This design comes from an exercise in tuning for small area on the open sky130 flow, not from production work.
The RTL was checked by simulation tests, not by an equivalence proof against the original design.
Power and IR drop assume default switching activity.

== T ==
// uart
module uart (clk,reset_n,rx,cts_n,tx,rts_n,tx_data,data_bit_num,stop_bit_num,parity_en,parity_type,start_tx,rx_data,tx_done,rx_done,parity_error);
For scale: roughly 140 cells after synthesis, about 36 flip-flops, about 31 I/O pins, about 1800 µm² of cells after synthesis.
==> module uart, before the edit <==
module uart (clk,reset_n,rx,cts_n,tx,rts_n,tx_data,data_bit_num,stop_bit_num,parity_en,parity_type,start_tx,rx_data,tx_done,rx_done,parity_error);
input   clk ;
input   reset_n ;
input   rx ;
input   cts_n ;
output   tx ;
output   rts_n ;
input  [7:0] tx_data ;
input  [1:0] data_bit_num ;
input   stop_bit_num ;
input   parity_en ;
input   parity_type ;
input   start_tx ;
output  [7:0] rx_data ;
output   tx_done ;
output   rx_done ;
output   parity_error ;
wire [3:0] sfirst = {1'b1, ~(parity_en & stop_bit_num), parity_en & stop_bit_num, ~(parity_en ^ stop_bit_num)};
reg  [8:0] tq;
wire       ttick = (tq[7:0] == 8'b0001_0110);
always @(posedge clk or negedge reset_n)
  if (!reset_n) tq <= 9'b1_0001_0110;
  else          tq <= {tq[7:0], tq[8] ^ tq[3] ^ ttick};
reg  [4:0] rq;
wire       rtick = (rq[3:0] == 4'b0100);
always @(posedge clk or negedge reset_n)
  if (!reset_n) rq <= 5'b1_0100;
  else          rq <= {rq[3:0], rq[4] ^ rq[1] ^ rtick};
reg  [3:0] p;
reg        tpar;
wire       tidle = (p == 4'd14);
wire       tlast = !p[3] && p[2] && (p[1:0] == data_bit_num);
wire       tbit  = tx_data[p[2:0]];
always @(posedge clk or negedge reset_n)
  if (!reset_n) p <= 4'd14;
  else if (ttick) begin
    if (tlast) p <= sfirst;
    else if (!tidle || (start_tx && !cts_n)) p <= p + 4'd1;
  end
always @(posedge clk)
  if (tidle) tpar <= ~parity_type;
  else if (ttick && !p[3]) tpar <= tpar ^ tbit;
assign tx = !p[3] ? tbit :
            (p == 4'd15) ? 1'b0 :
            (tidle || !parity_en) ? 1'b1 : tpar;
assign tx_done = tidle;
reg  [3:0] c;
reg  [3:0] b;
reg  [7:0] d;
reg        rpar;
wire       ridle = &b;
wire       done  = (&c) && (b == 4'd14);
wire       mid   = rtick && (c == 4'd8);
wire       store = mid && !b[3];
wire       rlast = !b[3] && b[2] && (b[1:0] == data_bit_num);
always @(posedge clk or negedge reset_n)
  if (!reset_n) begin
    c <= 4'd0;
    b <= 4'hf;
  end else if (done) begin
    c <= 4'd0;
    b <= 4'hf;
  end else if (rtick) begin
    if (!rx || c != 4'd0 || !ridle) c <= c + 4'd1;
    if (c == 4'd8) b <= rlast ? sfirst : b + 4'd1;
  end
always @(posedge clk)
  if (store) begin
    d[3:0] <= d[4:1];
    d[4]   <= (data_bit_num == 2'd0) ? rx : d[5];
    d[5]   <= (data_bit_num == 2'd1) ? rx : (data_bit_num[1] & d[6]);
    d[6]   <= (data_bit_num == 2'd2) ? rx : ((data_bit_num == 2'd3) & d[7]);
    d[7]   <= (data_bit_num == 2'd3) & rx;
  end
always @(posedge clk)
  if (ridle) rpar <= ~parity_type;
  else if (store) rpar <= rpar ^ rx;
assign rx_data      = d;
assign rx_done      = done;
assign rts_n        = done;
assign parity_error = parity_en & rpar;
endmodule
Settings: LEC_CHECK=0, CAP_MARGIN=20, CORE_MARGIN=2, CORE_UTILIZATION=40, PLACE_DENSITY=0.6, SLEW_MARGIN=20; clock period 10.0 ns.
run.sh (not shown) runs the stock make flow with config.mk's settings and CLKGATE_MAP_FILE= SYNTH_SCRIPT=/design/flow/synth_recipe.tcl, a recipe that flattens the netlist after the stock synthesis.
Changes in P relative to T:
==> flow/design.v <==
module uart (clk,reset_n,rx,cts_n,tx,rts_n,tx_data,data_bit_num,stop_bit_num,parity_en,parity_type,start_tx,rx_data,tx_done,rx_done,parity_error);
input   clk ;
input   reset_n ;
input   rx ;
input   cts_n ;
output   tx ;
output   rts_n ;
input  [7:0] tx_data ;
input  [1:0] data_bit_num ;
input   stop_bit_num ;
input   parity_en ;
input   parity_type ;
input   start_tx ;
output  [7:0] rx_data ;
output   tx_done ;
output   rx_done ;
output   parity_error ;
wire [3:0] last = 4'd6 + {2'b00, data_bit_num} + {3'b000, parity_en} + {3'b000, stop_bit_num};
wire [3:0] nbits = 4'd5 + {2'b00, data_bit_num};
reg  [8:0] tq;
wire       ttick = (tq[7:0] == 8'b0001_0110);
always @(posedge clk or negedge reset_n)
  if (!reset_n) tq <= 9'b1_0001_0110;
  else          tq <= {tq[7:0], tq[8] ^ tq[3] ^ ttick};
reg  [4:0] rq;
wire       rtick = (rq[3:0] == 4'b0100);
always @(posedge clk or negedge reset_n)
  if (!reset_n) rq <= 5'b1_0100;
  else          rq <= {rq[3:0], rq[4] ^ rq[1] ^ rtick};
reg  [3:0] p;
reg        tpar;
wire       tidle = &p;
wire       tdat  = (p <= nbits);
wire [7:0] trot  = {tx_data[6:0], tx_data[7]};
wire       tbit  = trot[p[2:0]];
always @(posedge clk or negedge reset_n)
  if (!reset_n) p <= 4'hf;
  else if (ttick) begin
    if (p == last) p <= 4'hf;
    else if (!tidle || (start_tx && !cts_n)) p <= p + 4'd1;
  end
always @(posedge clk)
  if (tidle) tpar <= ~parity_type;
  else if (ttick && tdat && p != 4'd0) tpar <= tpar ^ tbit;
assign tx = tidle ? 1'b1 :
            (p == 4'd0) ? 1'b0 :
            tdat ? tbit :
            (parity_en ? tpar : 1'b1);
assign tx_done = tidle;
reg  [3:0] c;
reg  [3:0] b;
reg  [7:0] d;
reg        rpar;
wire       ridle = &b;
wire       done  = (&c) && (b == last);
wire       store = rtick && (c == 4'd8) && (b < nbits);
always @(posedge clk or negedge reset_n)
  if (!reset_n) begin
    c <= 4'd0;
    b <= 4'hf;
  end else if (done) begin
    c <= 4'd0;
    b <= 4'hf;
  end else if (rtick) begin
    if (!rx || c != 4'd0 || !ridle) c <= c + 4'd1;
    if (c == 4'd8) b <= b + 4'd1;
  end
always @(posedge clk or negedge reset_n)
  if (!reset_n) d <= 8'd0;
  else if (store) begin
    d[3:0] <= d[4:1];
    d[4]   <= (data_bit_num == 2'd0) ? rx : d[5];
    if (data_bit_num != 2'd0) d[5] <= (data_bit_num == 2'd1) ? rx : d[6];
    if (data_bit_num[1])      d[6] <= (data_bit_num == 2'd2) ? rx : d[7];
    if (data_bit_num == 2'd3) d[7] <= rx;
  end
always @(posedge clk)
  if (ridle) rpar <= ~parity_type;
  else if (store) rpar <= rpar ^ rx;
assign rx_data      = d;
assign rx_done      = done;
assign rts_n        = done;
assign parity_error = parity_en & rpar;
endmodule
==> results.txt <==
Higher layout overhead on the synthesized area goes to P over T.
Lower share of synthesized cell area in and, or, nand and nor gates among P and T: P
The routed length on met3 in P is 1.10 times that in T.
P: slew at the pin closest to its max-slew limit 0.12 ns below T
P did not stop at any stage, and its layout met the timing, design-rule and antenna checks.
Sort P and T by total die area, descending, and P comes first.
P -> T: number of remaining DRC errors delta 0, exact match
P has combinational group share of total power above what T had.
Against T as the reference, P delivers a higher row count.
The total power consumption of the routed design of P is higher than that of T.
Shortest clock period the worst path allows after layout: P vs T up 1.08 ns
Higher cell area was reported by P, not T.
Setup slack of the critical path after layout ends up lower on P.

[static timing again, ports no longer ideal]
How much do the figures lean on ideal ports? The routed layouts below were timed once more, with nothing changed but the port constraints. Step 1: set_driving_cell puts a clkbuf_16 on clk and a buf_2 on each other input, an assumption about the parent block. Step 2 times the ports against the registers' clock, not the clock port: input delays grow and output delays shrink by t, the midpoint of the rising clock arrivals with the driver on. a / b / c = no drivers / after step 1 / after step 2; a / b = the first two.
run | shift t [ns] | setup slack, ns | worst slew at a driven data input, ns | pins driven straight from the clock port
T | 0.305 | 4.339 / 4.316 / 4.316 | 0.04 | 1
P | 0.311 | 3.262 / 3.234 / 3.234 | 0.03 | 1
After both steps setup and hold are still met in every run listed. The setup slack of P, which loses most, moves by -0.028 ns with the drivers and by -0.028 ns with both steps.
